This is an optimization exercise on Yosys and OpenROAD, whose aim is small area, not a production implementation. RTL that was checked went through simulation tests only; none was proved equivalent to the original. Function not checked in run 2: the RTL went through the layout flow alone.

## flow/design.v (module list and top-level ports; edited modules follow where they fit)
// module qam_transmitter: 1987 lines
// module FA: 4 lines
// module HA: 4 lines
module qam_transmitter (
    input clk,
    input reset,
    input [1:0] syms_in_i,
    input [1:0] syms_in_q,
    output sym_ready,
    output signed [17:0] transmitter_out
);
  // ...
==> flow/flow/run.sh <==
#!/bin/bash
# Layout flow: the standard flow (standard.sh) with these changes:
#  - synthesis maps logic with an area-only ABC script (flow/abc_area.script)
#    instead of ORFS's abc_area.script; every other ORFS script is used
#    unchanged, from a copy of $FLOW_HOME/scripts;
#  - the floorplan step skips its early (pre-placement) timing repair
#    (REMOVE_ABC_BUFFERS=1; the area-only ABC script inserts no buffers);
#    timing is still repaired after placement, CTS and global routing;
#  - every port still gets a buffer, but a sky130_fd_sc_hd__buf_1;
#  - clock tree synthesis runs without dummy loads.
# standard.sh's output goes to standard.log; ORFS keeps each step's log
# under orfs/logs/.
set -euo pipefail
rm -rf scripts
cp -r "$FLOW_HOME/scripts" scripts
cp flow/abc_area.script scripts/abc_area.script
CTS="-sink_clustering_enable -repair_clock_nets -sink_clustering_size 16 -sink_clustering_max_diameter 80 -buf_list {sky130_fd_sc_hd__clkbuf_4 sky130_fd_sc_hd__clkbuf_8} -dont_use_dummy_load"
bash standard.sh "SCRIPTS_DIR=$PWD/scripts" "CTS_ARGS=$CTS" REMOVE_ABC_BUFFERS=1 \
    "BUFFER_PORTS_ARGS=-buffer_cell sky130_fd_sc_hd__buf_1" finish > standard.log 2>&1
==> flow/flow/abc_area.script <==
strash
dch
amap
topo
dnsize -c
==> flow/standard.sh <==
#!/bin/bash
# synth_recipe.tcl (not shown) runs the flow's synth.tcl, then flattens the netlist and writes it again
# the make line also repeats each setting of config.mk as NAME=value (left out here)
make -C /OpenROAD-flow-scripts/flow DESIGN_CONFIG=/design/flow/config.mk WORK_HOME=/design/flow/orfs CLKGATE_MAP_FILE= SYNTH_SCRIPT=/design/flow/synth_recipe.tcl "${@:-finish}"
==> flow/config.mk <==
export PLATFORM = sky130hd
export DESIGN_NAME = qam_transmitter
export DESIGN_NICKNAME = qam_transmitter
export VERILOG_FILES = /design/flow/design.v
export SDC_FILE = /design/flow/constraint.sdc
export NUM_CORES = 4
export LEC_CHECK = 0
export ABC_AREA = 1
export CAP_MARGIN = 0
export CELL_PAD_IN_SITES_DETAIL_PLACEMENT = 1
export CELL_PAD_IN_SITES_GLOBAL_PLACEMENT = 2
export CORE_MARGIN = 2
export CORE_UTILIZATION = 40
export CTS_BUF_LIST = sky130_fd_sc_hd__clkbuf_4 sky130_fd_sc_hd__clkbuf_8
export CTS_CLUSTER_DIAMETER = 80
export CTS_CLUSTER_SIZE = 16
export GPL_ROUTABILITY_DRIVEN = 1
export GPL_TIMING_DRIVEN = 1
export SLEW_MARGIN = 0
export SYNTH_HIERARCHICAL = 1
export SYNTH_MINIMUM_KEEP_SIZE = 0
==> flow/constraint.sdc <==
create_clock -name core_clock -period 16.0 [get_ports {clk}]
set_input_delay 3.2000 -clock core_clock [delete_from_list [all_inputs] [get_ports {clk}]]
set_output_delay 3.2000 -clock core_clock [all_outputs]
set_load 0.01 [all_outputs]
==> qor.csv, run 1 <==
metric,value,unit
numCtsBuffers,36,
viasPerCell,6.14,
postRouteAntennaNets,0,
fillers,8934,
cts_sinks,374,
start_util,40.5,%
gp_congestion,1.01,
drc,0,
finClkSkew,0.0936,ns
multi_input_comb_cells,2452,
tightest_slew,1.06,ns
routed_wl,142000,um
synth_area_per_cell,10.5,um^2
status,no timing/DRC/antenna violations,
rr_startpoint,c[0]$_SDFF_PP0_,
min-delay-start,R2_2[2]$_DFF_P_,
grt_pass1_wl,205000,um
cpMaxStageDelayCell,dfxtp_1,
start_kind,register,
dieWidth,290,um
grt_pass1_vias,28700,
synth-simple-area-share,9.26,%
buffers,95,
cp_data_required_time,16.50,ns
==> inputs of run 2 (changes only) <==
--- a/flow/design.v
+++ b/flow/design.v
@@ -8,17 +8,17 @@
 );
 reg [3:0] c;
 always @(posedge clk)
     if (reset) c <= 4'd0;
     else c <= c + 4'd1;
 assign sym_ready = (c == 4'd0);
 reg [3:0] hold;
 always @(posedge clk)
-    if (c == 4'd0) hold <= {~syms_in_i[1], syms_in_i[1] ~^ syms_in_i[0], ~syms_in_q[1], syms_in_q[1] ~^ syms_in_q[0]};    
+    if (c == 4'd0) hold <= {syms_in_i[1], syms_in_i[1] ~^ syms_in_i[0], syms_in_q[1], syms_in_q[1] ~^ syms_in_q[0]};
 wire xfer = (c == 4'd6);
 reg [5:0] nv;
 always @(posedge clk)
     if (reset) nv <= 6'd0;
     else if (xfer && !nv[5]) nv <= nv + 6'd1;
 reg [3:0] R0_0, R0_1, R0_2, R0_3, R1_0, R1_1, R1_2, R1_3, R2_0, R2_1, R2_2, R2_3, R3_0, R3_1, R3_2, R3_3, R4_0, R4_1, R4_2, R4_3, R5_0, R5_1, R5_2, R5_3, R6_0, R6_1, R6_2, R6_3, R7_0, R7_1, R7_2, R7_3;
 always @(posedge clk) begin
     R0_0 <= xfer ? hold : R0_1;
@@ -51,290 +51,138 @@
     R6_3 <= xfer ? R6_3 : R6_0;
     R7_0 <= xfer ? R6_2 : R7_1;
     R7_1 <= xfer ? R7_1 : R7_2;
     R7_2 <= xfer ? R7_2 : R7_3;
     R7_3 <= xfer ? R7_3 : R7_0;
 end
 wire [3:0] u = c + 4'd1;
 wire [1:0] r = u[1:0];    
-reg signed [6:0] pa0, pb0;
-always @* case (u)
-    4'd1: begin pa0 = -10; pb0 = -3; end
-    4'd2: begin pa0 = -56; pb0 = -19; end
-    4'd3: begin pa0 = 40; pb0 = 13; end
-    4'd4: begin pa0 = -19; pb0 = -6; end
-    4'd5: begin pa0 = 46; pb0 = 15; end
-    4'd6: begin pa0 = -19; pb0 = -6; end
-    4'd7: begin pa0 = 0; pb0 = 0; end
-    4'd8: begin pa0 = 40; pb0 = 13; end
-    4'd9: begin pa0 = -56; pb0 = -19; end
-    4'd10: begin pa0 = -10; pb0 = -3; end
-    4'd11: begin pa0 = 28; pb0 = 9; end
-    4'd12: begin pa0 = 53; pb0 = 18; end
-    4'd13: begin pa0 = -54; pb0 = -18; end
-    4'd14: begin pa0 = -54; pb0 = -18; end
-    4'd15: begin pa0 = 53; pb0 = 18; end
-    4'd0: begin pa0 = 28; pb0 = 9; end
-endcase
+wire signed [6:0] pa0 = (c == 4'd15) ? 7'sd28 : (c == 4'd14) ? 7'sd53 : (c == 4'd13) ? -7'sd54 : (c == 4'd12) ? -7'sd54 : (c == 4'd11) ? 7'sd53 : (c == 4'd10) ? 7'sd28 : (c == 4'd9) ? -7'sd10 : (c == 4'd8) ? -7'sd56 : (c == 4'd7) ? 7'sd40 : (c == 4'd6) ? 7'sd0 : (c == 4'd5) ? -7'sd19 : (c == 4'd4) ? 7'sd46 : (c == 4'd3) ? -7'sd19 : (c == 4'd2) ? 7'sd40 : (c == 4'd1) ? -7'sd56 : -7'sd10;
+wire signed [6:0] pb0 = (c == 4'd15) ? 7'sd9 : (c == 4'd14) ? 7'sd18 : (c == 4'd13) ? -7'sd18 : (c == 4'd12) ? -7'sd18 : (c == 4'd11) ? 7'sd18 : (c == 4'd10) ? 7'sd9 : (c == 4'd9) ? -7'sd3 : (c == 4'd8) ? -7'sd19 : (c == 4'd7) ? 7'sd13 : (c == 4'd6) ? 7'sd0 : (c == 4'd5) ? -7'sd6 : (c == 4'd4) ? 7'sd15 : (c == 4'd3) ? -7'sd6 : (c == 4'd2) ? 7'sd13 : (c == 4'd1) ? -7'sd19 : -7'sd3;
 reg v0;
 always @* case (r) 2'd0: v0 = nv > 6'd0; 2'd1: v0 = nv > 6'd1; 2'd2: v0 = nv > 6'd30; 2'd3: v0 = nv > 6'd31; endcase
 wire signed [6:0] ga0 = v0 ? pa0 : 7'sd0;
 wire signed [6:0] gb0 = v0 ? pb0 : 7'sd0;
 wire [1:0] si0 = R0_0[3:2];
 wire signed [6:0] mi0 = si0[0] ? ga0 : gb0;
-wire ni0 = v0 & si0[1];    
-wire [6:0] ti0 = mi0 ^ {7{ni0}};
+wire [6:0] ti0 = mi0 ^ {7{~si0[1]}};
 wire [1:0] sq0 = R0_0[1:0];
 wire signed [6:0] mq0 = sq0[0] ? ga0 : gb0;
-wire nq0 = v0 & sq0[1];    
-wire [6:0] tq0 = mq0 ^ {7{nq0}};
-reg signed [7:0] pa1, pb1;
-always @* case (u)
-    4'd1: begin pa1 = 72; pb1 = 24; end
-    4'd2: begin pa1 = -86; pb1 = -29; end
-    4'd3: begin pa1 = 72; pb1 = 24; end
-    4'd4: begin pa1 = -82; pb1 = -27; end
-    4'd5: begin pa1 = 127; pb1 = 42; end
-    4'd6: begin pa1 = -82; pb1 = -27; end
-    4'd7: begin pa1 = 46; pb1 = 15; end
-    4'd8: begin pa1 = 72; pb1 = 24; end
-    4'd9: begin pa1 = -86; pb1 = -29; end
-    4'd10: begin pa1 = 72; pb1 = 24; end
-    4'd11: begin pa1 = -22; pb1 = -7; end
-    4'd12: begin pa1 = 45; pb1 = 15; end
-    4'd13: begin pa1 = -22; pb1 = -7; end
-    4'd14: begin pa1 = -22; pb1 = -7; end
-    4'd15: begin pa1 = 45; pb1 = 15; end
-    4'd0: begin pa1 = -22; pb1 = -7; end
-endcase
+wire [6:0] tq0 = mq0 ^ {7{~sq0[1]}};
+wire signed [7:0] pa1 = (c == 4'd15) ? -8'sd22 : (c == 4'd14) ? 8'sd45 : (c == 4'd13) ? -8'sd22 : (c == 4'd12) ? -8'sd22 : (c == 4'd11) ? 8'sd45 : (c == 4'd10) ? -8'sd22 : (c == 4'd9) ? 8'sd72 : (c == 4'd8) ? -8'sd86 : (c == 4'd7) ? 8'sd72 : (c == 4'd6) ? 8'sd46 : (c == 4'd5) ? -8'sd82 : (c == 4'd4) ? 8'sd127 : (c == 4'd3) ? -8'sd82 : (c == 4'd2) ? 8'sd72 : (c == 4'd1) ? -8'sd86 : 8'sd72;
+wire signed [7:0] pb1 = (c == 4'd15) ? -8'sd7 : (c == 4'd14) ? 8'sd15 : (c == 4'd13) ? -8'sd7 : (c == 4'd12) ? -8'sd7 : (c == 4'd11) ? 8'sd15 : (c == 4'd10) ? -8'sd7 : (c == 4'd9) ? 8'sd24 : (c == 4'd8) ? -8'sd29 : (c == 4'd7) ? 8'sd24 : (c == 4'd6) ? 8'sd15 : (c == 4'd5) ? -8'sd27 : (c == 4'd4) ? 8'sd42 : (c == 4'd3) ? -8'sd27 : (c == 4'd2) ? 8'sd24 : (c == 4'd1) ? -8'sd29 : 8'sd24;
 reg v1;
 always @* case (r) 2'd0: v1 = nv > 6'd2; 2'd1: v1 = nv > 6'd3; 2'd2: v1 = nv > 6'd28; 2'd3: v1 = nv > 6'd29; endcase
 wire signed [7:0] ga1 = v1 ? pa1 : 8'sd0;
 wire signed [7:0] gb1 = v1 ? pb1 : 8'sd0;
 wire [1:0] si1 = R1_0[3:2];
 wire signed [7:0] mi1 = si1[0] ? ga1 : gb1;
-wire ni1 = v1 & si1[1];    
-wire [7:0] ti1 = mi1 ^ {8{ni1}};
+wire [7:0] ti1 = mi1 ^ {8{~si1[1]}};
 wire [1:0] sq1 = R1_0[1:0];
 wire signed [7:0] mq1 = sq1[0] ? ga1 : gb1;
-wire nq1 = v1 & sq1[1];    
-wire [7:0] tq1 = mq1 ^ {8{nq1}};
-reg signed [8:0] pa2, pb2;
-always @* case (u)
-    4'd1: begin pa2 = 239; pb2 = 80; end
-    4'd2: begin pa2 = -90; pb2 = -30; end
-    4'd3: begin pa2 = 93; pb2 = 31; end
-    4'd4: begin pa2 = -182; pb2 = -61; end
-    4'd5: begin pa2 = 244; pb2 = 81; end
-    4'd6: begin pa2 = -182; pb2 = -61; end
-    4'd7: begin pa2 = 127; pb2 = 42; end
-    4'd8: begin pa2 = 93; pb2 = 31; end
-    4'd9: begin pa2 = -90; pb2 = -30; end
-    4'd10: begin pa2 = 239; pb2 = 80; end
-    4'd11: begin pa2 = -143; pb2 = -48; end
-    4'd12: begin pa2 = -21; pb2 = -7; end
-    4'd13: begin pa2 = 89; pb2 = 30; end
-    4'd14: begin pa2 = 89; pb2 = 30; end
-    4'd15: begin pa2 = -21; pb2 = -7; end
-    4'd0: begin pa2 = -143; pb2 = -48; end
-endcase
+wire [7:0] tq1 = mq1 ^ {8{~sq1[1]}};
+wire signed [8:0] pa2 = (c == 4'd15) ? -9'sd143 : (c == 4'd14) ? -9'sd21 : (c == 4'd13) ? 9'sd89 : (c == 4'd12) ? 9'sd89 : (c == 4'd11) ? -9'sd21 : (c == 4'd10) ? -9'sd143 : (c == 4'd9) ? 9'sd239 : (c == 4'd8) ? -9'sd90 : (c == 4'd7) ? 9'sd93 : (c == 4'd6) ? 9'sd127 : (c == 4'd5) ? -9'sd182 : (c == 4'd4) ? 9'sd244 : (c == 4'd3) ? -9'sd182 : (c == 4'd2) ? 9'sd93 : (c == 4'd1) ? -9'sd90 : 9'sd239;
+wire signed [8:0] pb2 = (c == 4'd15) ? -9'sd48 : (c == 4'd14) ? -9'sd7 : (c == 4'd13) ? 9'sd30 : (c == 4'd12) ? 9'sd30 : (c == 4'd11) ? -9'sd7 : (c == 4'd10) ? -9'sd48 : (c == 4'd9) ? 9'sd80 : (c == 4'd8) ? -9'sd30 : (c == 4'd7) ? 9'sd31 : (c == 4'd6) ? 9'sd42 : (c == 4'd5) ? -9'sd61 : (c == 4'd4) ? 9'sd81 : (c == 4'd3) ? -9'sd61 : (c == 4'd2) ? 9'sd31 : (c == 4'd1) ? -9'sd30 : 9'sd80;
 reg v2;
 always @* case (r) 2'd0: v2 = nv > 6'd4; 2'd1: v2 = nv > 6'd5; 2'd2: v2 = nv > 6'd26; 2'd3: v2 = nv > 6'd27; endcase
 wire signed [8:0] ga2 = v2 ? pa2 : 9'sd0;
 wire signed [8:0] gb2 = v2 ? pb2 : 9'sd0;
 wire [1:0] si2 = R2_0[3:2];
 wire signed [8:0] mi2 = si2[0] ? ga2 : gb2;
-wire ni2 = v2 & si2[1];    
-wire [8:0] ti2 = mi2 ^ {9{ni2}};
+wire [8:0] ti2 = mi2 ^ {9{~si2[1]}};
 wire [1:0] sq2 = R2_0[1:0];
 wire signed [8:0] mq2 = sq2[0] ? ga2 : gb2;
-wire nq2 = v2 & sq2[1];    
-wire [8:0] tq2 = mq2 ^ {9{nq2}};
-reg signed [10:0] pa3, pb3;
-always @* case (u)
-    4'd1: begin pa3 = -49; pb3 = -16; end
-    4'd2: begin pa3 = -27; pb3 = -9; end
-    4'd3: begin pa3 = 70; pb3 = 23; end
-    4'd4: begin pa3 = -313; pb3 = -104; end
-    4'd5: begin pa3 = 387; pb3 = 129; end
-    4'd6: begin pa3 = -313; pb3 = -104; end
-    4'd7: begin pa3 = 244; pb3 = 81; end
-    4'd8: begin pa3 = 70; pb3 = 23; end
-    4'd9: begin pa3 = -730; pb3 = -243; end
-    4'd10: begin pa3 = 527; pb3 = 176; end
-    4'd11: begin pa3 = -366; pb3 = -122; end
-    4'd12: begin pa3 = -190; pb3 = -63; end
-    4'd13: begin pa3 = -530; pb3 = -177; end
-    4'd14: begin pa3 = 333; pb3 = 111; end
-    4'd15: begin pa3 = -190; pb3 = -63; end
-    4'd0: begin pa3 = -366; pb3 = -122; end
-endcase
+wire [8:0] tq2 = mq2 ^ {9{~sq2[1]}};
+wire signed [10:0] pa3 = (c == 4'd15) ? -11'sd366 : (c == 4'd14) ? -11'sd190 : (c == 4'd13) ? 11'sd333 : (c == 4'd12) ? -11'sd530 : (c == 4'd11) ? -11'sd190 : (c == 4'd10) ? -11'sd366 : (c == 4'd9) ? 11'sd527 : (c == 4'd8) ? -11'sd730 : (c == 4'd7) ? 11'sd70 : (c == 4'd6) ? 11'sd244 : (c == 4'd5) ? -11'sd313 : (c == 4'd4) ? 11'sd387 : (c == 4'd3) ? -11'sd313 : (c == 4'd2) ? 11'sd70 : (c == 4'd1) ? -11'sd27 : -11'sd49;
+wire signed [10:0] pb3 = (c == 4'd15) ? -11'sd122 : (c == 4'd14) ? -11'sd63 : (c == 4'd13) ? 11'sd111 : (c == 4'd12) ? -11'sd177 : (c == 4'd11) ? -11'sd63 : (c == 4'd10) ? -11'sd122 : (c == 4'd9) ? 11'sd176 : (c == 4'd8) ? -11'sd243 : (c == 4'd7) ? 11'sd23 : (c == 4'd6) ? 11'sd81 : (c == 4'd5) ? -11'sd104 : (c == 4'd4) ? 11'sd129 : (c == 4'd3) ? -11'sd104 : (c == 4'd2) ? 11'sd23 : (c == 4'd1) ? -11'sd9 : -11'sd16;
 reg v3;
 always @* case (r) 2'd0: v3 = nv > 6'd6; 2'd1: v3 = nv > 6'd23; 2'd2: v3 = nv > 6'd24; 2'd3: v3 = nv > 6'd25; endcase
 wire signed [10:0] ga3 = v3 ? pa3 : 11'sd0;
 wire signed [10:0] gb3 = v3 ? pb3 : 11'sd0;
 wire [1:0] si3 = R3_0[3:2];
 wire signed [10:0] mi3 = si3[0] ? ga3 : gb3;
-wire ni3 = v3 & si3[1];    
-wire [10:0] ti3 = mi3 ^ {11{ni3}};
+wire [10:0] ti3 = mi3 ^ {11{~si3[1]}};
 wire [1:0] sq3 = R3_0[1:0];
 wire signed [10:0] mq3 = sq3[0] ? ga3 : gb3;
-wire nq3 = v3 & sq3[1];    
-wire [10:0] tq3 = mq3 ^ {11{nq3}};
-reg signed [10:0] pa4, pb4;
-always @* case (u)
-    4'd1: begin pa4 = -730; pb4 = -243; end
-    4'd2: begin pa4 = 988; pb4 = 329; end
-    4'd3: begin pa4 = 170; pb4 = 57; end
-    4'd4: begin pa4 = 387; pb4 = 129; end
-    4'd5: begin pa4 = -463; pb4 = -154; end
-    4'd6: begin pa4 = 537; pb4 = 179; end
-    4'd7: begin pa4 = -463; pb4 = -154; end
-    4'd8: begin pa4 = -27; pb4 = -9; end
-    4'd9: begin pa4 = -49; pb4 = -16; end
-    4'd10: begin pa4 = 170; pb4 = 57; end
-    4'd11: begin pa4 = 988; pb4 = 329; end
-    4'd12: begin pa4 = 333; pb4 = 111; end
-    4'd13: begin pa4 = -530; pb4 = -177; end
-    4'd14: begin pa4 = 797; pb4 = 266; end
-    4'd15: begin pa4 = 797; pb4 = 266; end
-    4'd0: begin pa4 = 527; pb4 = 176; end
-endcase
+wire [10:0] tq3 = mq3 ^ {11{~sq3[1]}};
+wire signed [10:0] pa4 = (c == 4'd15) ? 11'sd527 : (c == 4'd14) ? 11'sd797 : (c == 4'd13) ? 11'sd797 : (c == 4'd12) ? -11'sd530 : (c == 4'd11) ? 11'sd333 : (c == 4'd10) ? 11'sd988 : (c == 4'd9) ? 11'sd170 : (c == 4'd8) ? -11'sd49 : (c == 4'd7) ? -11'sd27 : (c == 4'd6) ? -11'sd463 : (c == 4'd5) ? 11'sd537 : (c == 4'd4) ? -11'sd463 : (c == 4'd3) ? 11'sd387 : (c == 4'd2) ? 11'sd170 : (c == 4'd1) ? 11'sd988 : -11'sd730;
+wire signed [10:0] pb4 = (c == 4'd15) ? 11'sd176 : (c == 4'd14) ? 11'sd266 : (c == 4'd13) ? 11'sd266 : (c == 4'd12) ? -11'sd177 : (c == 4'd11) ? 11'sd111 : (c == 4'd10) ? 11'sd329 : (c == 4'd9) ? 11'sd57 : (c == 4'd8) ? -11'sd16 : (c == 4'd7) ? -11'sd9 : (c == 4'd6) ? -11'sd154 : (c == 4'd5) ? 11'sd179 : (c == 4'd4) ? -11'sd154 : (c == 4'd3) ? 11'sd129 : (c == 4'd2) ? 11'sd57 : (c == 4'd1) ? 11'sd329 : -11'sd243;
 reg v4;
 always @* case (r) 2'd0: v4 = nv > 6'd7; 2'd1: v4 = nv > 6'd8; 2'd2: v4 = nv > 6'd9; 2'd3: v4 = nv > 6'd22; endcase
 wire signed [10:0] ga4 = v4 ? pa4 : 11'sd0;
 wire signed [10:0] gb4 = v4 ? pb4 : 11'sd0;
 wire [1:0] si4 = R4_0[3:2];
 wire signed [10:0] mi4 = si4[0] ? ga4 : gb4;
-wire ni4 = v4 & si4[1];    
-wire [10:0] ti4 = mi4 ^ {11{ni4}};
+wire [10:0] ti4 = mi4 ^ {11{~si4[1]}};
 wire [1:0] sq4 = R4_0[1:0];
 wire signed [10:0] mq4 = sq4[0] ? ga4 : gb4;
-wire nq4 = v4 & sq4[1];    
-wire [10:0] tq4 = mq4 ^ {11{nq4}};
-reg signed [11:0] pa5, pb5;
-always @* case (u)
-    4'd1: begin pa5 = 1762; pb5 = 587; end
-    4'd2: begin pa5 = 639; pb5 = 213; end
-    4'd3: begin pa5 = -356; pb5 = -119; end
-    4'd4: begin pa5 = -608; pb5 = -203; end
-    4'd5: begin pa5 = 671; pb5 = 224; end
-    4'd6: begin pa5 = -608; pb5 = -203; end
-    4'd7: begin pa5 = 537; pb5 = 179; end
-    4'd8: begin pa5 = -356; pb5 = -119; end
-    4'd9: begin pa5 = 639; pb5 = 213; end
-    4'd10: begin pa5 = 1762; pb5 = 587; end
-    4'd11: begin pa5 = -1318; pb5 = -439; end
-    4'd12: begin pa5 = -1162; pb5 = -387; end
-    4'd13: begin pa5 = 1675; pb5 = 558; end
-    4'd14: begin pa5 = 1675; pb5 = 558; end
-    4'd15: begin pa5 = -1162; pb5 = -387; end
-    4'd0: begin pa5 = -1318; pb5 = -439; end
-endcase
+wire [10:0] tq4 = mq4 ^ {11{~sq4[1]}};
+wire signed [11:0] pa5 = (c == 4'd15) ? -12'sd1318 : (c == 4'd14) ? -12'sd1162 : (c == 4'd13) ? 12'sd1675 : (c == 4'd12) ? 12'sd1675 : (c == 4'd11) ? -12'sd1162 : (c == 4'd10) ? -12'sd1318 : (c == 4'd9) ? 12'sd1762 : (c == 4'd8) ? 12'sd639 : (c == 4'd7) ? -12'sd356 : (c == 4'd6) ? 12'sd537 : (c == 4'd5) ? -12'sd608 : (c == 4'd4) ? 12'sd671 : (c == 4'd3) ? -12'sd608 : (c == 4'd2) ? -12'sd356 : (c == 4'd1) ? 12'sd639 : 12'sd1762;
+wire signed [11:0] pb5 = (c == 4'd15) ? -12'sd439 : (c == 4'd14) ? -12'sd387 : (c == 4'd13) ? 12'sd558 : (c == 4'd12) ? 12'sd558 : (c == 4'd11) ? -12'sd387 : (c == 4'd10) ? -12'sd439 : (c == 4'd9) ? 12'sd587 : (c == 4'd8) ? 12'sd213 : (c == 4'd7) ? -12'sd119 : (c == 4'd6) ? 12'sd179 : (c == 4'd5) ? -12'sd203 : (c == 4'd4) ? 12'sd224 : (c == 4'd3) ? -12'sd203 : (c == 4'd2) ? -12'sd119 : (c == 4'd1) ? 12'sd213 : 12'sd587;
 reg v5;
 always @* case (r) 2'd0: v5 = nv > 6'd10; 2'd1: v5 = nv > 6'd11; 2'd2: v5 = nv > 6'd20; 2'd3: v5 = nv > 6'd21; endcase
 wire signed [11:0] ga5 = v5 ? pa5 : 12'sd0;
 wire signed [11:0] gb5 = v5 ? pb5 : 12'sd0;
 wire [1:0] si5 = R5_0[3:2];
 wire signed [11:0] mi5 = si5[0] ? ga5 : gb5;
-wire ni5 = v5 & si5[1];    
-wire [11:0] ti5 = mi5 ^ {12{ni5}};
+wire [11:0] ti5 = mi5 ^ {12{~si5[1]}};
 wire [1:0] sq5 = R5_0[1:0];
 wire signed [11:0] mq5 = sq5[0] ? ga5 : gb5;
-wire nq5 = v5 & sq5[1];    
-wire [11:0] tq5 = mq5 ^ {12{nq5}};
-reg signed [12:0] pa6, pb6;
-always @* case (u)
-    4'd1: begin pa6 = 3533; pb6 = 1178; end
-    4'd2: begin pa6 = 1844; pb6 = 615; end
-    4'd3: begin pa6 = -1084; pb6 = -361; end
-    4'd4: begin pa6 = -723; pb6 = -241; end
-    4'd5: begin pa6 = 763; pb6 = 254; end
-    4'd6: begin pa6 = -723; pb6 = -241; end
-    4'd7: begin pa6 = 671; pb6 = 224; end
-    4'd8: begin pa6 = -1084; pb6 = -361; end
-    4'd9: begin pa6 = 1844; pb6 = 615; end
-    4'd10: begin pa6 = 3533; pb6 = 1178; end
-    4'd11: begin pa6 = -2413; pb6 = -804; end
-    4'd12: begin pa6 = -2444; pb6 = -815; end
-    4'd13: begin pa6 = 3751; pb6 = 1250; end
-    4'd14: begin pa6 = 3751; pb6 = 1250; end
-    4'd15: begin pa6 = -2444; pb6 = -815; end
-    4'd0: begin pa6 = -2413; pb6 = -804; end
-endcase
+wire [11:0] tq5 = mq5 ^ {12{~sq5[1]}};
+wire signed [12:0] pa6 = (c == 4'd15) ? -13'sd2413 : (c == 4'd14) ? -13'sd2444 : (c == 4'd13) ? 13'sd3751 : (c == 4'd12) ? 13'sd3751 : (c == 4'd11) ? -13'sd2444 : (c == 4'd10) ? -13'sd2413 : (c == 4'd9) ? 13'sd3533 : (c == 4'd8) ? 13'sd1844 : (c == 4'd7) ? -13'sd1084 : (c == 4'd6) ? 13'sd671 : (c == 4'd5) ? -13'sd723 : (c == 4'd4) ? 13'sd763 : (c == 4'd3) ? -13'sd723 : (c == 4'd2) ? -13'sd1084 : (c == 4'd1) ? 13'sd1844 : 13'sd3533;
+wire signed [12:0] pb6 = (c == 4'd15) ? -13'sd804 : (c == 4'd14) ? -13'sd815 : (c == 4'd13) ? 13'sd1250 : (c == 4'd12) ? 13'sd1250 : (c == 4'd11) ? -13'sd815 : (c == 4'd10) ? -13'sd804 : (c == 4'd9) ? 13'sd1178 : (c == 4'd8) ? 13'sd615 : (c == 4'd7) ? -13'sd361 : (c == 4'd6) ? 13'sd224 : (c == 4'd5) ? -13'sd241 : (c == 4'd4) ? 13'sd254 : (c == 4'd3) ? -13'sd241 : (c == 4'd2) ? -13'sd361 : (c == 4'd1) ? 13'sd615 : 13'sd1178;
 reg v6;
 always @* case (r) 2'd0: v6 = nv > 6'd12; 2'd1: v6 = nv > 6'd13; 2'd2: v6 = nv > 6'd18; 2'd3: v6 = nv > 6'd19; endcase
 wire signed [12:0] ga6 = v6 ? pa6 : 13'sd0;
 wire signed [12:0] gb6 = v6 ? pb6 : 13'sd0;
 wire [1:0] si6 = R6_0[3:2];
 wire signed [12:0] mi6 = si6[0] ? ga6 : gb6;
-wire ni6 = v6 & si6[1];    
-wire [12:0] ti6 = mi6 ^ {13{ni6}};
+wire [12:0] ti6 = mi6 ^ {13{~si6[1]}};
 wire [1:0] sq6 = R6_0[1:0];
 wire signed [12:0] mq6 = sq6[0] ? ga6 : gb6;
-wire nq6 = v6 & sq6[1];    
-wire [12:0] tq6 = mq6 ^ {13{nq6}};
-reg signed [16:0] pa7, pb7;
-always @* case (u)
-    4'd1: begin pa7 = 29655; pb7 = 9885; end
-    4'd2: begin pa7 = 9067; pb7 = 3022; end
-    4'd3: begin pa7 = -3430; pb7 = -1143; end
-    4'd4: begin pa7 = -787; pb7 = -262; end
-    4'd5: begin pa7 = 33140; pb7 = 11047; end
-    4'd6: begin pa7 = -787; pb7 = -262; end
-    4'd7: begin pa7 = 763; pb7 = 254; end
-    4'd8: begin pa7 = -3430; pb7 = -1143; end
-    4'd9: begin pa7 = 9067; pb7 = 3022; end
-    4'd10: begin pa7 = 29655; pb7 = 9885; end
-    4'd11: begin pa7 = -6244; pb7 = -2081; end
-    4'd12: begin pa7 = -6638; pb7 = -2213; end
-    4'd13: begin pa7 = 20515; pb7 = 6838; end
-    4'd14: begin pa7 = 20515; pb7 = 6838; end
-    4'd15: begin pa7 = -6638; pb7 = -2213; end
-    4'd0: begin pa7 = -6244; pb7 = -2081; end
-endcase
+wire [12:0] tq6 = mq6 ^ {13{~sq6[1]}};
+wire signed [16:0] pa7 = (c == 4'd15) ? -17'sd6244 : (c == 4'd14) ? -17'sd6638 : (c == 4'd13) ? 17'sd20515 : (c == 4'd12) ? 17'sd20515 : (c == 4'd11) ? -17'sd6638 : (c == 4'd10) ? -17'sd6244 : (c == 4'd9) ? 17'sd29655 : (c == 4'd8) ? 17'sd9067 : (c == 4'd7) ? -17'sd3430 : (c == 4'd6) ? 17'sd763 : (c == 4'd5) ? -17'sd787 : (c == 4'd4) ? 17'sd33140 : (c == 4'd3) ? -17'sd787 : (c == 4'd2) ? -17'sd3430 : (c == 4'd1) ? 17'sd9067 : 17'sd29655;
+wire signed [16:0] pb7 = (c == 4'd15) ? -17'sd2081 : (c == 4'd14) ? -17'sd2213 : (c == 4'd13) ? 17'sd6838 : (c == 4'd12) ? 17'sd6838 : (c == 4'd11) ? -17'sd2213 : (c == 4'd10) ? -17'sd2081 : (c == 4'd9) ? 17'sd9885 : (c == 4'd8) ? 17'sd3022 : (c == 4'd7) ? -17'sd1143 : (c == 4'd6) ? 17'sd254 : (c == 4'd5) ? -17'sd262 : (c == 4'd4) ? 17'sd11047 : (c == 4'd3) ? -17'sd262 : (c == 4'd2) ? -17'sd1143 : (c == 4'd1) ? 17'sd3022 : 17'sd9885;
 reg v7;
 always @* case (r) 2'd0: v7 = nv > 6'd14; 2'd1: v7 = nv > 6'd15; 2'd2: v7 = nv > 6'd16; 2'd3: v7 = nv > 6'd17; endcase
 wire signed [16:0] ga7 = v7 ? pa7 : 17'sd0;
 wire signed [16:0] gb7 = v7 ? pb7 : 17'sd0;
 wire [1:0] si7 = R7_0[3:2];
 wire signed [16:0] mi7 = si7[0] ? ga7 : gb7;
-wire ni7 = v7 & si7[1];    
-wire [16:0] ti7 = mi7 ^ {17{ni7}};
+wire [16:0] ti7 = mi7 ^ {17{~si7[1]}};
 wire [1:0] sq7 = R7_0[1:0];
 wire signed [16:0] mq7 = sq7[0] ? ga7 : gb7;
-wire nq7 = v7 & sq7[1];    
-wire [16:0] tq7 = mq7 ^ {17{nq7}};
-reg [17:0] nacc_i;    
-wire [17:0] acc0_i = (r == 2'd0) ? 18'd0 : ~nacc_i;
+wire [16:0] tq7 = mq7 ^ {17{~sq7[1]}};
+reg [17:0] acc_i;
+wire [17:0] acc0_i = (r == 2'd0) ? 18'd0 : acc_i;
 wire psi_1, psi_2;
-FA psi_1_u (.a(ni7), .b(ti7[0]), .c(ni6), .s(psi_1), .co(psi_2));
+FA psi_1_u (.a(~si7[1]), .b(ti7[0]), .c(~si6[1]), .s(psi_1), .co(psi_2));
 wire psi_3, psi_4;
-FA psi_3_u (.a(ti6[0]), .b(ni5), .c(ti5[0]), .s(psi_3), .co(psi_4));
+FA psi_3_u (.a(ti6[0]), .b(~si5[1]), .c(ti5[0]), .s(psi_3), .co(psi_4));
 wire psi_5, psi_6;
-FA psi_5_u (.a(ni4), .b(ti4[0]), .c(ni3), .s(psi_5), .co(psi_6));
+FA psi_5_u (.a(~si4[1]), .b(ti4[0]), .c(~si3[1]), .s(psi_5), .co(psi_6));
 wire psi_7, psi_8;
-FA psi_7_u (.a(ti3[0]), .b(ni2), .c(ti2[0]), .s(psi_7), .co(psi_8));
+FA psi_7_u (.a(ti3[0]), .b(~si2[1]), .c(ti2[0]), .s(psi_7), .co(psi_8));
 wire psi_9, psi_10;
 FA psi_9_u (.a(ti7[1]), .b(ti6[1]), .c(ti5[1]), .s(psi_9), .co(psi_10));
 wire psi_11, psi_12;
 FA psi_11_u (.a(ti4[1]), .b(ti3[1]), .c(ti2[1]), .s(psi_11), .co(psi_12));
 wire psi_13, psi_14;
 FA psi_13_u (.a(ti7[2]), .b(ti6[2]), .c(ti5[2]), .s(psi_13), .co(psi_14));
 wire psi_15, psi_16;
 HA psi_15_u (.a(ti7[3]), .b(ti6[3]), .s(psi_15), .co(psi_16));
 wire psi_17, psi_18;
 HA psi_17_u (.a(ti7[4]), .b(ti6[4]), .s(psi_17), .co(psi_18));
 wire psi_19, psi_20;
 HA psi_19_u (.a(ti7[5]), .b(ti6[5]), .s(psi_19), .co(psi_20));
 wire psi_21 = ~(ti7[6] ^ ti6[6]);
 wire psi_22 = ti7[6] | ti6[6];
 wire psi_23, psi_24;
-FA psi_23_u (.a(ni1), .b(ti1[0]), .c(ni0), .s(psi_23), .co(psi_24));
+FA psi_23_u (.a(~si1[1]), .b(ti1[0]), .c(~si0[1]), .s(psi_23), .co(psi_24));
 wire psi_25, psi_26;
 HA psi_25_u (.a(ti0[0]), .b(acc0_i[0]), .s(psi_25), .co(psi_26));
 wire psi_27, psi_28;
 FA psi_27_u (.a(ti1[1]), .b(ti0[1]), .c(acc0_i[1]), .s(psi_27), .co(psi_28));
 wire psi_29, psi_30;
 FA psi_29_u (.a(psi_4), .b(psi_2), .c(psi_11), .s(psi_29), .co(psi_30));
 wire psi_31, psi_32;
 HA psi_31_u (.a(psi_9), .b(psi_8), .s(psi_31), .co(psi_32));
@@ -538,43 +386,43 @@
 FA psi_229_u (.a(psi_192), .b(psi_193), .c(psi_228), .s(psi_229), .co(psi_230));
 wire psi_231, psi_232;
 FA psi_231_u (.a(psi_194), .b(psi_195), .c(psi_230), .s(psi_231), .co(psi_232));
 wire psi_233, psi_234;
 FA psi_233_u (.a(psi_196), .b(psi_197), .c(psi_232), .s(psi_233), .co(psi_234));
 wire psi_235, psi_236;
 FA psi_235_u (.a(psi_198), .b(psi_199), .c(psi_234), .s(psi_235), .co(psi_236));
 wire [17:0] sum_i = {psi_235, psi_233, psi_231, psi_229, psi_227, psi_225, psi_223, psi_221, psi_219, psi_217, psi_215, psi_213, psi_211, psi_209, psi_207, psi_205, psi_203, psi_201};
-always @(posedge clk) nacc_i <= reset ? 18'h3ffff : ~sum_i;
-reg [17:0] nacc_q;    
-wire [17:0] acc0_q = (r == 2'd0) ? 18'd0 : ~nacc_q;
+always @(posedge clk) acc_i <= reset ? 18'd0 : sum_i;
+reg [17:0] acc_q;
+wire [17:0] acc0_q = (r == 2'd0) ? 18'd0 : acc_q;
 wire psq_1, psq_2;
-FA psq_1_u (.a(nq7), .b(tq7[0]), .c(nq6), .s(psq_1), .co(psq_2));
+FA psq_1_u (.a(~sq7[1]), .b(tq7[0]), .c(~sq6[1]), .s(psq_1), .co(psq_2));
 wire psq_3, psq_4;
-FA psq_3_u (.a(tq6[0]), .b(nq5), .c(tq5[0]), .s(psq_3), .co(psq_4));
+FA psq_3_u (.a(tq6[0]), .b(~sq5[1]), .c(tq5[0]), .s(psq_3), .co(psq_4));
 wire psq_5, psq_6;
-FA psq_5_u (.a(nq4), .b(tq4[0]), .c(nq3), .s(psq_5), .co(psq_6));
+FA psq_5_u (.a(~sq4[1]), .b(tq4[0]), .c(~sq3[1]), .s(psq_5), .co(psq_6));
 wire psq_7, psq_8;
-FA psq_7_u (.a(tq3[0]), .b(nq2), .c(tq2[0]), .s(psq_7), .co(psq_8));
+FA psq_7_u (.a(tq3[0]), .b(~sq2[1]), .c(tq2[0]), .s(psq_7), .co(psq_8));
 wire psq_9, psq_10;
 FA psq_9_u (.a(tq7[1]), .b(tq6[1]), .c(tq5[1]), .s(psq_9), .co(psq_10));
 wire psq_11, psq_12;
 FA psq_11_u (.a(tq4[1]), .b(tq3[1]), .c(tq2[1]), .s(psq_11), .co(psq_12));
 wire psq_13, psq_14;
 FA psq_13_u (.a(tq7[2]), .b(tq6[2]), .c(tq5[2]), .s(psq_13), .co(psq_14));
 wire psq_15, psq_16;
 HA psq_15_u (.a(tq7[3]), .b(tq6[3]), .s(psq_15), .co(psq_16));
 wire psq_17, psq_18;
 HA psq_17_u (.a(tq7[4]), .b(tq6[4]), .s(psq_17), .co(psq_18));
 wire psq_19, psq_20;
 HA psq_19_u (.a(tq7[5]), .b(tq6[5]), .s(psq_19), .co(psq_20));
 wire psq_21 = ~(tq7[6] ^ tq6[6]);
 wire psq_22 = tq7[6] | tq6[6];
 wire psq_23, psq_24;
-FA psq_23_u (.a(nq1), .b(tq1[0]), .c(nq0), .s(psq_23), .co(psq_24));
+FA psq_23_u (.a(~sq1[1]), .b(tq1[0]), .c(~sq0[1]), .s(psq_23), .co(psq_24));
 wire psq_25, psq_26;
 HA psq_25_u (.a(tq0[0]), .b(acc0_q[0]), .s(psq_25), .co(psq_26));
 wire psq_27, psq_28;
 FA psq_27_u (.a(tq1[1]), .b(tq0[1]), .c(acc0_q[1]), .s(psq_27), .co(psq_28));
 wire psq_29, psq_30;
 FA psq_29_u (.a(psq_4), .b(psq_2), .c(psq_11), .s(psq_29), .co(psq_30));
 wire psq_31, psq_32;
 HA psq_31_u (.a(psq_9), .b(psq_8), .s(psq_31), .co(psq_32));
@@ -778,30 +626,30 @@
 FA psq_229_u (.a(psq_192), .b(psq_193), .c(psq_228), .s(psq_229), .co(psq_230));
 wire psq_231, psq_232;
 FA psq_231_u (.a(psq_194), .b(psq_195), .c(psq_230), .s(psq_231), .co(psq_232));
 wire psq_233, psq_234;
 FA psq_233_u (.a(psq_196), .b(psq_197), .c(psq_232), .s(psq_233), .co(psq_234));
 wire psq_235, psq_236;
 FA psq_235_u (.a(psq_198), .b(psq_199), .c(psq_234), .s(psq_235), .co(psq_236));
 wire [17:0] sum_q = {psq_235, psq_233, psq_231, psq_229, psq_227, psq_225, psq_223, psq_221, psq_219, psq_217, psq_215, psq_213, psq_211, psq_209, psq_207, psq_205, psq_203, psq_201};
-always @(posedge clk) nacc_q <= reset ? 18'h3ffff : ~sum_q;
+always @(posedge clk) acc_q <= reset ? 18'd0 : sum_q;
 wire shift = (c[1:0] == 2'd2);
 reg [17:0] L0, L1, L2, L3, L4, N0, N1, N2, N3, N4;
 always @(posedge clk) begin
-    L0 <= reset ? 18'd0 : shift ? sum_q : ~N1;
-    L1 <= reset ? 18'd0 : shift ? ~N1 : ~N0;
-    L2 <= reset ? 18'd0 : shift ? ~N0 : ~N2;
-    L3 <= reset ? 18'd0 : shift ? ~N2 : ~N3;
-    L4 <= reset ? 18'd0 : shift ? ~N3 : ~N4;
-    N0 <= reset ? 18'h3ffff : shift ? ~(L1) : ~(L0);
-    N1 <= reset ? 18'h3ffff : shift ? ~(L2) : ~(L1);
-    N2 <= reset ? 18'h3ffff : shift ? ~(L3) : ~(L2);
-    N3 <= reset ? 18'h3ffff : shift ? ~(L4) : ~(L3);
-    N4 <= reset ? 18'h3ffff : shift ? ~(sum_i) : ~(L4);
+    L0 <= reset ? 18'd0 : shift ? sum_q : N1;
+    L1 <= reset ? 18'd0 : shift ? N1 : N0;
+    L2 <= reset ? 18'd0 : shift ? N0 : N2;
+    L3 <= reset ? 18'd0 : shift ? N2 : N3;
+    L4 <= reset ? 18'd0 : shift ? N3 : N4;
+    N0 <= reset ? 18'd0 : shift ? L1 : L0;
+    N1 <= reset ? 18'd0 : shift ? L2 : L1;
+    N2 <= reset ? 18'd0 : shift ? L3 : L2;
+    N3 <= reset ? 18'd0 : shift ? L4 : L3;
+    N4 <= reset ? 18'd0 : shift ? sum_i : L4;
 end
 wire [1:0] p = c[1:0] + 2'd1;    
 wire [17:0] yo0 = L0 ^ 18'h20000;
 reg [17:0] r0_0;
 always @* case (p)
     2'd0: r0_0 = ~{18'd0, yo0};
     2'd1: r0_0 = ~{18'd0, yo0};
     2'd2: r0_0 = ~{18'd0, yo0};
==> flow/flow/run.sh (replaced) <==
#!/bin/bash
# Layout flow: the standard flow (standard.sh), with two changes:
#  - synthesis maps logic with an area-only ABC script (flow/abc_area.script)
#    instead of ORFS's abc_area.script; every other ORFS script is used
#    unchanged from a copy of $FLOW_HOME/scripts;
#  - clock tree synthesis runs without dummy loads.
# Each tool's output goes to standard.log (and ORFS's own logs under orfs/).
set -euo pipefail
rm -rf scripts
cp -r "$FLOW_HOME/scripts" scripts
cp flow/abc_area.script scripts/abc_area.script
CTS="-sink_clustering_enable -repair_clock_nets -sink_clustering_size 14 -sink_clustering_max_diameter 70 -buf_list {sky130_fd_sc_hd__clkbuf_4 sky130_fd_sc_hd__clkbuf_8} -dont_use_dummy_load"
bash standard.sh "SCRIPTS_DIR=$PWD/scripts" "CTS_ARGS=$CTS" finish > standard.log 2>&1
==> flow/flow/abc_area.script (replaced) <==
strash
dch
map -a -B 0
topo
dnsize -c
==> flow/config.mk (replaced) <==
export PLATFORM = sky130hd
export DESIGN_NAME = qam_transmitter
export DESIGN_NICKNAME = qam_transmitter
export VERILOG_FILES = /design/flow/design.v
export SDC_FILE = /design/flow/constraint.sdc
export NUM_CORES = 4
export LEC_CHECK = 0
export ABC_AREA = 1
export CAP_MARGIN = 20
export CELL_PAD_IN_SITES_DETAIL_PLACEMENT = 1
export CELL_PAD_IN_SITES_GLOBAL_PLACEMENT = 2
export CORE_MARGIN = 2
export CORE_UTILIZATION = 40
export CTS_BUF_LIST = sky130_fd_sc_hd__clkbuf_4 sky130_fd_sc_hd__clkbuf_8
export CTS_CLUSTER_DIAMETER = 70
export CTS_CLUSTER_SIZE = 14
export GPL_ROUTABILITY_DRIVEN = 1
export GPL_TIMING_DRIVEN = 0
export SLEW_MARGIN = 20
export SYNTH_HIERARCHICAL = 1
export SYNTH_MINIMUM_KEEP_SIZE = 0
==> run 2 against run 1 <==
Still clean; cell count rose by 12%; clock skew grew 0.0045 ns; critical path depth unchanged; design area up 5.2%; critical path type unchanged; largest cell class unchanged.
==> qor.csv, run 2 <==
metric,value,unit,change
fmax,65.5,MHz,was 67.6 MHz
use_met3,3.34,%,was 3.69%
cts.path.max_buffers,3,,unchanged
yosysTopAreaCell,fa_1,,unchanged
finalCritPeriodShare,95.4,%,was 92.5%
grt_usage,32.8,%,was 33.7%
worstReg2RegEnd,N4[17]$_SDFF_PP0_,,was yo[15]$_DFF_P_
num_io_pins,25,,unchanged
dieWidth,296,um,was 290 um
rr_startpoint,c[0]$_SDFF_PP0_,,unchanged
synth_seq_cells,374,,unchanged
insertion_delay,0.70,ns,was 0.66 ns
min-delay-start,R7_3[3]$_DFFE_PN_,,was R2_2[2]$_DFF_P_
fin_crit,15.27,ns,was 14.80 ns
routed_wl,141000,um,was 142000 um
postRouteAntennaNets,0,,unchanged
final_layout_size_suffix_gt1_share,2.94,%,was 3.78%
final_nets,4426,,was 4021
grt_pass1_wl,205000,um,about the same
slowest_delay,0.92,ns,was 0.74 ns
clk_pin_slew,0.10,ns,about the same
crit_arrival,15.88,ns,was 15.30 ns
rsz0062_at_grt,false,,unchanged
gp_congestion,0.997,,was 1.01
cts_setup_buffers,0,,unchanged
whs_path_depth,0,,unchanged
placed_area,36500,um^2,was 34700 um^2
drt_iter0_drc,1864,,was 2165
cts_max_level,2,,unchanged
num_vias,26900,,was 26400
rows,107,,was 104
fin_area,37100,um^2,was 35200 um^2
slew_headroom,24.9,%,was 29.6%
wl_per_cell,29.5,um,was 33.0 um
die_area,87600,um^2,was 84000 um^2
io_buffers,24,,unchanged
start_util,40.2,%,was 40.5%
holdPathEnd,R7_2[3]$_DFFE_PN_,,was R2_1[2]$_DFFE_PN_
start_kind,register,,unchanged
status,no timing/DRC/antenna violations,,unchanged
hold_ws,0.417,ns,was 0.393 ns
cts-root-buf,clkbuf_8,,unchanged
cp_data_required_time,16.61,ns,was 16.50 ns
yosysUniqueCellTypes,34,,was 41
viasPerCell,5.61,,was 6.14
r2r_setup_slack,0.73,ns,was 1.20 ns
antenna_found_initial,2,,unchanged
dr.pass1.iters,6,,was 7
finClkSkew,0.0981,ns,was 0.0936 ns
numCtsBuffers,41,,was 36
synth_top_cells_by_count,"fa_1, nand2_1, o21ai_0",,"was fa_1, nor2_1, dfxtp_1"
synthCells,3556,,was 3100
drc,0,,unchanged
yosysMostFrequentCell,fa_1,,unchanged
synth_ff_type,dfxtp_1,,unchanged
area_delta_synth_final,8.63,%,was 7.77%
maxCapViolations,0,,unchanged
crit_buf_inv,7,,was 3
tightest_slew,1.12,ns,was 1.06 ns
seq_area_frac_synth,24.1,%,was 25.1%
crit_fanout,162,,was 68
dp_hpwl,117000,um,about the same
tns,0,ns,unchanged
cts_tree,yes,,unchanged
min_path_type,register to register,,unchanged
synth_area_leaders,"fa_1, dfxtp_1, o21ai_0",,"was fa_1, dfxtp_1, edfxtp_1"
layout_commonest_cell,fa_1,,unchanged
cp_common_cell,fa_1,,unchanged
finalSetupViolCount,0,,unchanged
use_met1,42.7,%,was 42.8%
grt.overflow.total,0,,unchanged
cts-resized-gates,0,,unchanged
die_h,296,um,was 290 um
cts_sinks,374,,unchanged
most-common-layout-cells,"fa_1, nand2_1, o21ai_0",,"was fa_1, nor2_1, dfxtp_1"
crit_path_end_kind,register,,unchanged
hold_violations,0,,unchanged
use_met2,55.1,%,was 57.4%
yosys_warnings,7,,unchanged
ys_async_sr_fraction,0,%,unchanged
ctsHoldBuffers,0,,unchanged
grt_max_degree,163,,was 143
crit_type,register to register,,unchanged
place_inst,4748,,was 4252
rr_worst_depth,40,,unchanged
netlist.area_leader.share,38.0,%,was 39.6%
critical-path-top-delay-family,adder cells,,unchanged
maxSlewViolCount,0,,unchanged
grt.busiest_layer,met2,,unchanged
grt_pass1_vias,29300,,was 28700
cpMaxStageDelayCell,nor3_1,,was dfxtp_1
synth-edff-count,72,,unchanged
synth.cell_area,34100,um^2,was 32700 um^2
coreArea,84900,um^2,was 80700 um^2
layoutNonFillerInstCount,4791,,was 4290
synth_area_per_cell,9.59,um^2,was 10.5 um^2
==> run 2: cell types whose count changed after synthesis, moves of 73 or more <==
cell      previous run  this run
nand2_1            161       557
o21ai_0            183       470
o22ai_1            243         7
xor2_1               0       192
nor2_1             495       317
clkinv_1           271       393
a21oi_1            233       351
o221ai_1            93         1
a221oi_1            79         6
==> run 2: worst max path at each step <==
stage,start,to,slack [ns],cells after the start
5_1_grt,c[0]$_SDFF_PP0_,L0[17]$_SDFF_PP0_,0.21,40
3_3_place_gp,c[1]$_SDFF_PP0_,yo[15]$_DFF_P_,-6.00,37
6_report,c[0]$_SDFF_PP0_,N4[17]$_SDFF_PP0_,0.73,40
4_1_cts,c[0]$_SDFF_PP0_,N4[17]$_SDFF_PP0_,0.74,40
3_5_place_dp,c[0]$_SDFF_PP0_,L0[17]$_SDFF_PP0_,0.73,40
2_1_floorplan,c[0]$_SDFF_PP0_,yo[15]$_DFF_P_,-0.28,35
==> run 2: layout make-up <==
class	instances	area [um^2]
fill	9733	47800
sequential	374	8210
multi-input combinational	2786	24500
buffer	3	18.8
clock buffer	41	564
tap	1144	1430
antenna	2	5.00
inverter	393	1510
timing repair buffer	48	779
==> run 2: per-module statistics from Yosys (local to each module, per instance) <==
module	flops+latches	area [um^2]
FA	0	20.0
HA	0	12.5
qam_transmitter	374	20500
==> run 2: per-layer routing <==
layer | part of all wire (%) | up-vias | wire, um
met3 | 4.2 | 255 | 5880
met2 | 48 | 811 | 67900
li1 | - | 11800 | -
met4 | 5.4 | 0 | 7680
met5 | 0 | - | 0
met1 | 42 | 14000 | 59900
==> run 2: kinds of logic (layout without fill, tap and decap cells) <==
kind of cell	Yosys count	after routing	synth area share, %
AND/OR/NAND/NOR	938	938	10.6
AO/OA/AOI/OAI	878	878	13.3
buffers and inverters	396	485	4.38
XOR/XNOR	195	195	5.01
other	0	2	0
adder cells (fa/ha/maj)	773	773	42.6
flip-flops	374	374	24.1
multiplexers	2	2	0.0587
==> run 2: stage by stage <==
stage | utilization (%) | worst slack (ns)
finish | 43.7 | 0.729
global route | 43.7 | 0.213
CTS | 43.7 | 0.740
detailed placement | 43.0 | 0.732
global placement | 42.3 | -6.00
floorplan | - | -0.279
==> run 2: worst register-to-register path: cells and delay by family (launching register included) <==
family | cells | cell delay [ns]
adders and majority gates | 23 | 9.74
and+or+nand+nor | 6 | 2.59
buffers and inverters | 7 | 1.44
AOI/OAI and AO/OA | 3 | 0.81
DFF | 1 | 0.47
xor gates and xnor gates | 1 | 0.20

==> separate check: timing with driven ports <==
No port has a modelled driver above. Below, the same layouts with a new extraction and two added sets of constraints. Step 1 (the two cells are an assumption about what drives the block):
set clk [get_ports {clk}]
set_driving_cell -lib_cell sky130_fd_sc_hd__clkbuf_16 $clk
set_driving_cell -lib_cell sky130_fd_sc_hd__buf_2 [delete_from_list [all_inputs] $clk]
Step 2 adds t to the input delays and takes it off the output delays; t is the mean of the earliest and latest rising clock arrival at the registers after step 1. Input paths then give back, and output paths get back, about the clock's delay inside the block. a / b / c = no drivers / after step 1 / after step 2; a / b = the first two.
run	t, ns	setup WS [ns]	worst hold slack (ns)
run 1	0.678	1.197 / 1.197 / 1.197	0.393 / 0.393 / 0.393
run 2	0.721	0.729 / 0.729 / 0.729	0.417 / 0.417 / 0.417
After both steps every run listed still meets setup and hold.
